This design comes from an exercise in tuning for small area on the open sky130 flow, not from production work.
The RTL was checked by simulation tests, not by an equivalence proof against the original design.
Power is estimated from default activity; no workload was simulated.

== v6 ==
==> flow/design.v (excerpt) <==
module profir(
	input 			clock,
	input 			reset,
	input signed  [15:0] 	datain,
	input			din_enable,
	output         [5:0] 	coeffaddress,
	input signed  [35:0]	coeff0,
	input signed  [35:0]	coeff1,
	input signed  [35:0]	coeff2,
	input signed  [35:0]	coeff3,
	input signed  [35:0]	coeff4,
	input signed  [35:0]	coeff5,
	input signed  [35:0]	coeff6,
	input signed  [35:0]	coeff7,
	output signed [15:0]  dataout0,
	output signed [15:0]  dataout1,
	output signed [15:0]  dataout2,
	output signed [15:0]  dataout3,
	output signed [15:0]  dataout4,
	output signed [15:0]  dataout5,
	output signed [15:0]  dataout6,
	output signed [15:0]  dataout7
);
clock: 13.0 ns
lec_check: 0
cap_margin: 20
core_margin: 2
core_utilization: 70
cts_buf_list: sky130_fd_sc_hd__clkbuf_4 sky130_fd_sc_hd__clkbuf_8
place_density: 0.78
slew_margin: 20
run.sh (not shown) runs the stock make flow with config.mk's settings and CLKGATE_MAP_FILE= SYNTH_SCRIPT=/design/flow/synth_recipe.tcl, a recipe that flattens the netlist after the stock synthesis.
--- input diff v6..v7 ---
diff --git a/flow/config.mk b/flow/config.mk
--- a/flow/config.mk
+++ b/flow/config.mk
@@ -9,5 +9,3 @@
 export CORE_MARGIN = 2
-export CORE_UTILIZATION = 70
-export CTS_BUF_LIST = sky130_fd_sc_hd__clkbuf_4 sky130_fd_sc_hd__clkbuf_8
-export PLACE_DENSITY = 0.78
+export CORE_UTILIZATION = 40
 export SLEW_MARGIN = 20
--- outcome ---
Site row count (v6 / v7): 0.76. Going from v6 to v7, met2 usage fell by 31 points; sequential share of layout area fell by 0.76 points. Critical path's slowest cell: mux2i_4 -> v7, o41ai_1 -> v6. v7 against v6: worst-margin pin slew went down by 20 ps; worst-case hold slack rose 17 ps; utilization moved down.


## the reference run
profir, a different RTL version from the one above (not shown whole).
For scale: roughly 7200 cells after synthesis, about 440 I/O pins, about 100000 um2 of cells after synthesis.
Settings: LEC_CHECK=0, CAP_MARGIN=20, CELL_PAD_IN_SITES_DETAIL_PLACEMENT=1, CELL_PAD_IN_SITES_GLOBAL_PLACEMENT=1, CORE_MARGIN=2, CORE_UTILIZATION=40, PLACE_DENSITY=0.5, SLEW_MARGIN=20, SYNTH_HIERARCHICAL=1, SYNTH_MINIMUM_KEEP_SIZE=0; clock period 13.0 ns.
standard.sh (not shown) runs the stock make flow with config.mk's settings and CLKGATE_MAP_FILE= SYNTH_SCRIPT=/design/flow/synth_recipe.tcl, a recipe that flattens the netlist after the stock synthesis.
==> flow/flow/run.sh <==
#!/bin/bash
# The standard layout (the standard.sh, which runs the standard synthesis and
# ORFS to the final layout) with two changes to how it is built:
#  - the port buffers that placement inserts are the smallest buffer cell;
#  - clock tree synthesis clusters more registers per leaf buffer and inserts no
#    dummy loads.
# ORFS writes each step's full log under orfs/logs; make's own output goes to
# flow_make.log here.
set -euo pipefail
cd "$(dirname "$0")/.."
export BUFFER_PORTS_ARGS="-buffer_cell sky130_fd_sc_hd__buf_1"
export CTS_ARGS="-sink_clustering_enable -repair_clock_nets -dont_use_dummy_load -sink_clustering_size 30 -sink_clustering_max_diameter 80 -buf_list {sky130_fd_sc_hd__clkbuf_8 sky130_fd_sc_hd__clkbuf_16}"
bash standard.sh > flow_make.log 2>&1
Setup changes, the reference run to the trial run
-- flow/flow/run.sh --
<<< the reference run, line 11
export BUFFER_PORTS_ARGS="-buffer_cell sky130_fd_sc_hd__buf_1"
export CTS_ARGS="-sink_clustering_enable -repair_clock_nets -dont_use_dummy_load -sink_clustering_size 30 -sink_clustering_max_diameter 80 -buf_list {sky130_fd_sc_hd__clkbuf_8 sky130_fd_sc_hd__clkbuf_16}"
bash standard.sh > flow_make.log 2>&1
>>> the trial run, line 11
export BUFFER_PORTS_ARGS="-buffer_cell sky130_fd_sc_hd__buf_1"
export CTS_ARGS="-sink_clustering_enable -repair_clock_nets -dont_use_dummy_load -sink_clustering_size 20 -sink_clustering_max_diameter 60 -buf_list {sky130_fd_sc_hd__clkbuf_8}"
bash standard.sh > flow_make.log 2>&1
[summary]
Actual slew at the worst max-slew pin was lower in the reference run than in the trial run. Re share of post-route cells with drive strength above 1: the reference run and the trial run aren't equal, and the lower value belongs to the reference run. Between the trial run and the reference run, the largest incremental delay on the critical path does not differ in any meaningful way. The trial run vs the reference run on total via count after detailed routing: the trial run is the higher one. As of the trial run, number of global-route vias before repair had risen slightly compared to the reference run. In the metrics for the reference run and the trial run, the one carrying the lower combinational power share is the reference run. Diff the reference run..the trial run | die area | unchanged. NOTE: core utilization in the trial run falls short of that of the reference run.

[port drivers added, routing unchanged]
How much do the figures lean on ideal ports? The routed layouts below were timed once more, with nothing changed but the port constraints. Step 1 assumes that a clkbuf_16 drives the clock port and a buf_2 every other input. Step 2 adds t to the input delays and takes it off the output delays; t is the mean of the earliest and latest rising clock arrival at the registers after step 1. Input paths then give back, and output paths get back, about the clock's delay inside the block. Three values: no drivers, after step 1, after step 2; two values: the first two.
| run | t (ns) | setup WS [ns] | hold slack, ns | worst setup path after step 2 | worst data-port slew with drivers (ns) |
|---|---|---|---|---|---|
| v6 | 1.135 | 0.788 / 0.842 / -0.293 | 0.257 / 0.257 / 0.257 | input to register | 0.30 |
| v7 | 0.973 | 1.942 / 2.006 / 1.034 | 0.274 / 0.274 / 0.274 | input to register | 0.13 |
| the reference run | 0.879 | 0.706 / 0.759 / -0.120 | 0.231 / 0.231 / 0.231 | input to register | 0.08 |
| the trial run | 1.038 | 0.900 / 0.946 / -0.092 | 0.222 / 0.222 / 0.222 | input to register | 0.08 |
Met with ideal ports but missed after step 2: setup timing in v6, the reference run and the trial run. For v6, which loses most, drivers alone change the setup slack by +0.054 ns; drivers and shift together by -1.081 ns.
